What follows belongs to an exercise in optimizing a design on an open flow for small area; a production flow would make more cautious choices. In this exercise RTL edits were held to simulation tests only and were not proved equivalent to the original.

==> branch willow: inputs <==
// saa1099s
module saa1099s
(
   input wire   clk_sys,
   input wire   ce,       
   input wire   rst_n,
   input wire   cs_n,
   input wire   a0,       
   input wire   wr_n,
   input wire   [7:0] din,
   output wire  [7:0] out_l,
   output wire  [7:0] out_r
);
reg [7:0] amplit0, amplit1, amplit2, amplit3, amplit4, amplit5;
reg [7:0] freq0, freq1, freq2, freq3, freq4, freq5;
reg [2:0] oct0, oct1, oct2, oct3, oct4, oct5;
reg [5:0] freqenable;
reg [5:0] noiseenable;
reg [1:0] noisegen0, noisegen1;
reg [7:0] envelope0, envelope1;    
reg [1:0] ctrl;
reg [4:0] addr;
reg       wr;
reg       old_wr;
wire      we  = !cs_n & old_wr & !wr_n;
wire      wd  = rst_n & we & !a0;
wire [7:0] dw = din & {8{rst_n}};
wire      rst = ~rst_n | ctrl[1];
always @(posedge clk_sys) begin
	old_wr <= wr_n;
	wr     <= rst_n & we;
	if(~rst_n)        addr <= 0;
	else if(we & a0)  addr <= din[4:0];
	if(~rst_n | (wd & (addr == 5'h00))) amplit0 <= dw;
	if(~rst_n | (wd & (addr == 5'h01))) amplit1 <= dw;
	if(~rst_n | (wd & (addr == 5'h02))) amplit2 <= dw;
	if(~rst_n | (wd & (addr == 5'h03))) amplit3 <= dw;
	if(~rst_n | (wd & (addr == 5'h04))) amplit4 <= dw;
	if(~rst_n | (wd & (addr == 5'h05))) amplit5 <= dw;
	if(~rst_n | (wd & (addr == 5'h08))) freq0 <= dw;
	if(~rst_n | (wd & (addr == 5'h09))) freq1 <= dw;
	if(~rst_n | (wd & (addr == 5'h0A))) freq2 <= dw;
	if(~rst_n | (wd & (addr == 5'h0B))) freq3 <= dw;
	if(~rst_n | (wd & (addr == 5'h0C))) freq4 <= dw;
	if(~rst_n | (wd & (addr == 5'h0D))) freq5 <= dw;
	if(~rst_n | (wd & (addr == 5'h10))) {oct1, oct0} <= {dw[6:4], dw[2:0]};
	if(~rst_n | (wd & (addr == 5'h11))) {oct3, oct2} <= {dw[6:4], dw[2:0]};
	if(~rst_n | (wd & (addr == 5'h12))) {oct5, oct4} <= {dw[6:4], dw[2:0]};
	if(~rst_n | (wd & (addr == 5'h14))) freqenable  <= dw[5:0];
  ...
==> module saa1099_tone, before the edit <==
module saa1099_tone
(
	input  wire       rst,
	input  wire       clk_sys,
	input  wire       ce,
	input  wire [2:0] oct,
	input  wire [7:0] freq,
	output reg        out,
	output reg        pulse
);
reg [8:0] nh;
reg [7:0] nl;
reg [2:0] octl;
reg [17:0] c;
reg [16:0] s;
integer i;
always @* begin
	c[0] = ce;
	for(i = 0; i < 17; i = i + 1) begin
		s[i]   = (i < 8 ? nl[i] : nh[i-8]) ^ c[i];
		c[i+1] = c[i] & (i < 8 ? nl[i] : nh[i-8]);
	end
end
wire       fire  = c[8] & ~nh[0] & &nh[8:1];      
wire       load  = rst | fire;
wire [2:0] octn  = load ? oct : octl;
wire [7:0] nmask = ~(8'hFF >> octn);
always @(posedge clk_sys) begin
	octl  <= octn;
	nl    <= (s[7:0] & {8{~rst}}) | nmask;
	nh    <= load ? {1'b0, freq} : s[16:8];
	pulse <= ~rst & fire;
	out   <= ~rst & (out ^ fire);
end
endmodule
Settings: LEC_CHECK=0, ABC_AREA=1, CAP_MARGIN=20, CORE_MARGIN=2, CORE_UTILIZATION=60, CTS_BUF_LIST=sky130_fd_sc_hd__clkbuf_16, CTS_CLUSTER_DIAMETER=100, CTS_CLUSTER_SIZE=30, SLEW_MARGIN=20; clock period 20.0 ns.
standard.sh (not shown) runs the stock make flow with config.mk's settings and CLKGATE_MAP_FILE= SYNTH_SCRIPT=/design/flow/synth_recipe.tcl, a recipe that flattens the netlist after the stock synthesis.
==> flow/flow/run.sh <==
#!/bin/bash
# Layout flow: the standard flow, with two changes to synthesis:
#  1. the final ABC mapping uses an area-oriented script (flow/area.abc);
#  2. after synthesis, flow/polarity.py removes inverters around full
#     adders (a full adder is self-dual) from the netlist.
# Registers are those of the standard synthesis (same RTL, same passes up
# to and including flip-flop mapping). Each step logs to its own file here.
set -euo pipefail
F=$(pwd)
R=$F/orfs/results/$FLOW_PLATFORM/saa1099s/base

# synthesis script: the standard flow's, with abc's -script argument pointed at area.abc
{
  echo "proc abc {args} { set i [lsearch \$args -script]; if {\$i >= 0} { lset args [expr {\$i + 1}] $F/flow/area.abc }; yosys abc {*}\$args }"
  cat $F/synth_recipe.tcl
} > $F/own_synth.tcl
sed "s#SYNTH_SCRIPT=[^ ]*#SYNTH_SCRIPT=$F/own_synth.tcl#" $F/standard.sh > $F/own_standard.sh

bash $F/own_standard.sh synth > $F/log_synth.txt 2>&1
cp $R/1_2_yosys.v $F/synth_before_polarity.v
python3 $F/flow/polarity.py $F/synth_before_polarity.v $R/1_2_yosys.v > $F/log_polarity.txt 2>&1
rm -f $R/1_synth.odb $R/1_synth.sdc
bash $F/own_standard.sh > $F/log_layout.txt 2>&1
test -f $FLOW_OUT/final.def
Other scripts of this flow, unchanged in this note and not shown: flow/flow/area.abc, flow/flow/polarity.py
==> branch quartz (differences from branch willow) <==
--- a/flow/design.v
+++ b/flow/design.v
@@ -188,3 +188,3 @@
 	nl    <= (s[7:0] & {8{~rst}}) | nmask;
-	nh    <= load ? {1'b0, freq} : s[16:8];
+	nh    <= (s[16:8] | {9{rst}}) & ({9{~load}} | {1'b0, freq});
 	pulse <= ~rst & fire;
--- a/flow/flow/run.sh
+++ b/flow/flow/run.sh
@@ -16,3 +16,8 @@
 } > $F/own_synth.tcl
-sed "s#SYNTH_SCRIPT=[^ ]*#SYNTH_SCRIPT=$F/own_synth.tcl#" $F/standard.sh > $F/own_standard.sh
+# and the port buffers are the smallest buffer cell; clock tree synthesis
+# without dummy loads and with a smaller root buffer
+CTS="-sink_clustering_enable -repair_clock_nets -dont_use_dummy_load -sink_clustering_size 30 -sink_clustering_max_diameter 100 -buf_list sky130_fd_sc_hd__clkbuf_16 -root_buf sky130_fd_sc_hd__clkbuf_8"
+sed -e "s#SYNTH_SCRIPT=[^ ]*#SYNTH_SCRIPT=$F/own_synth.tcl#" \
+    -e "s#\"\${@:-finish}\"#BUFFER_PORTS_ARGS='-buffer_cell sky130_fd_sc_hd__buf_1' CTS_ARGS='$CTS' \"\${@:-finish}\"#" \
+    $F/standard.sh > $F/own_standard.sh
 
CORE_UTILIZATION = 78   (was 60)
CTS_BUF_LIST = not set   (was sky130_fd_sc_hd__clkbuf_16)
CTS_CLUSTER_DIAMETER = not set   (was 100)
CTS_CLUSTER_SIZE = not set   (was 30)
GPL_TIMING_DRIVEN = 0   (was not set)
==> summary.txt <==
quantity	branch quartz	branch willow
Run status	finished clean	finished clean
Sequential share of cell area	47.7%	46.3%
Clock network area share	2.01%	2.54%
Dpl hpwl	25700 um	25500 um
Slowest CP cell	o21ai_0	nor3b_1
Placed cells	1824	1941
Net total in the final layout	1820	1860
Synthesized net count	1764	1786
Floorplan die width	158 um	180 um
Cell Area, Synth	0.0184 sq mm	0.0185 sq mm
Capturing element of the worst setup path	out_l_r[6]	out_r_r[6]
CP max stage delay	750 ps	520 ps
Fraction of final layout cells with drive strength greater than 1	2.76%	3.30%
Fraction of standard cell area in multi-input logic	45.3%	44.3%
Logic depth of the worst setup path including buffers	24	27

==> static timing again, ports no longer ideal <==
How much do the figures lean on ideal ports? The routed layouts below were timed once more, with nothing changed but the port constraints. Step 1: set_driving_cell puts a clkbuf_16 on clk_sys and a buf_2 on each other input, an assumption about the parent block. Step 2 times the ports against the registers' clock, not the clock port: input delays grow and output delays shrink by t, the midpoint of the rising clock arrivals with the driver on. Three values: no drivers, after step 1, after step 2; two values: the first two.
run	shift t [ns]	setup WS [ns]	slew at the worst register clock pin (ns)
branch willow	0.573	10.314 / 10.314 / 10.314	0.12 / 0.12
branch quartz	0.592	9.885 / 9.885 / 9.885	0.11 / 0.11
After both steps every run listed still meets setup and hold.
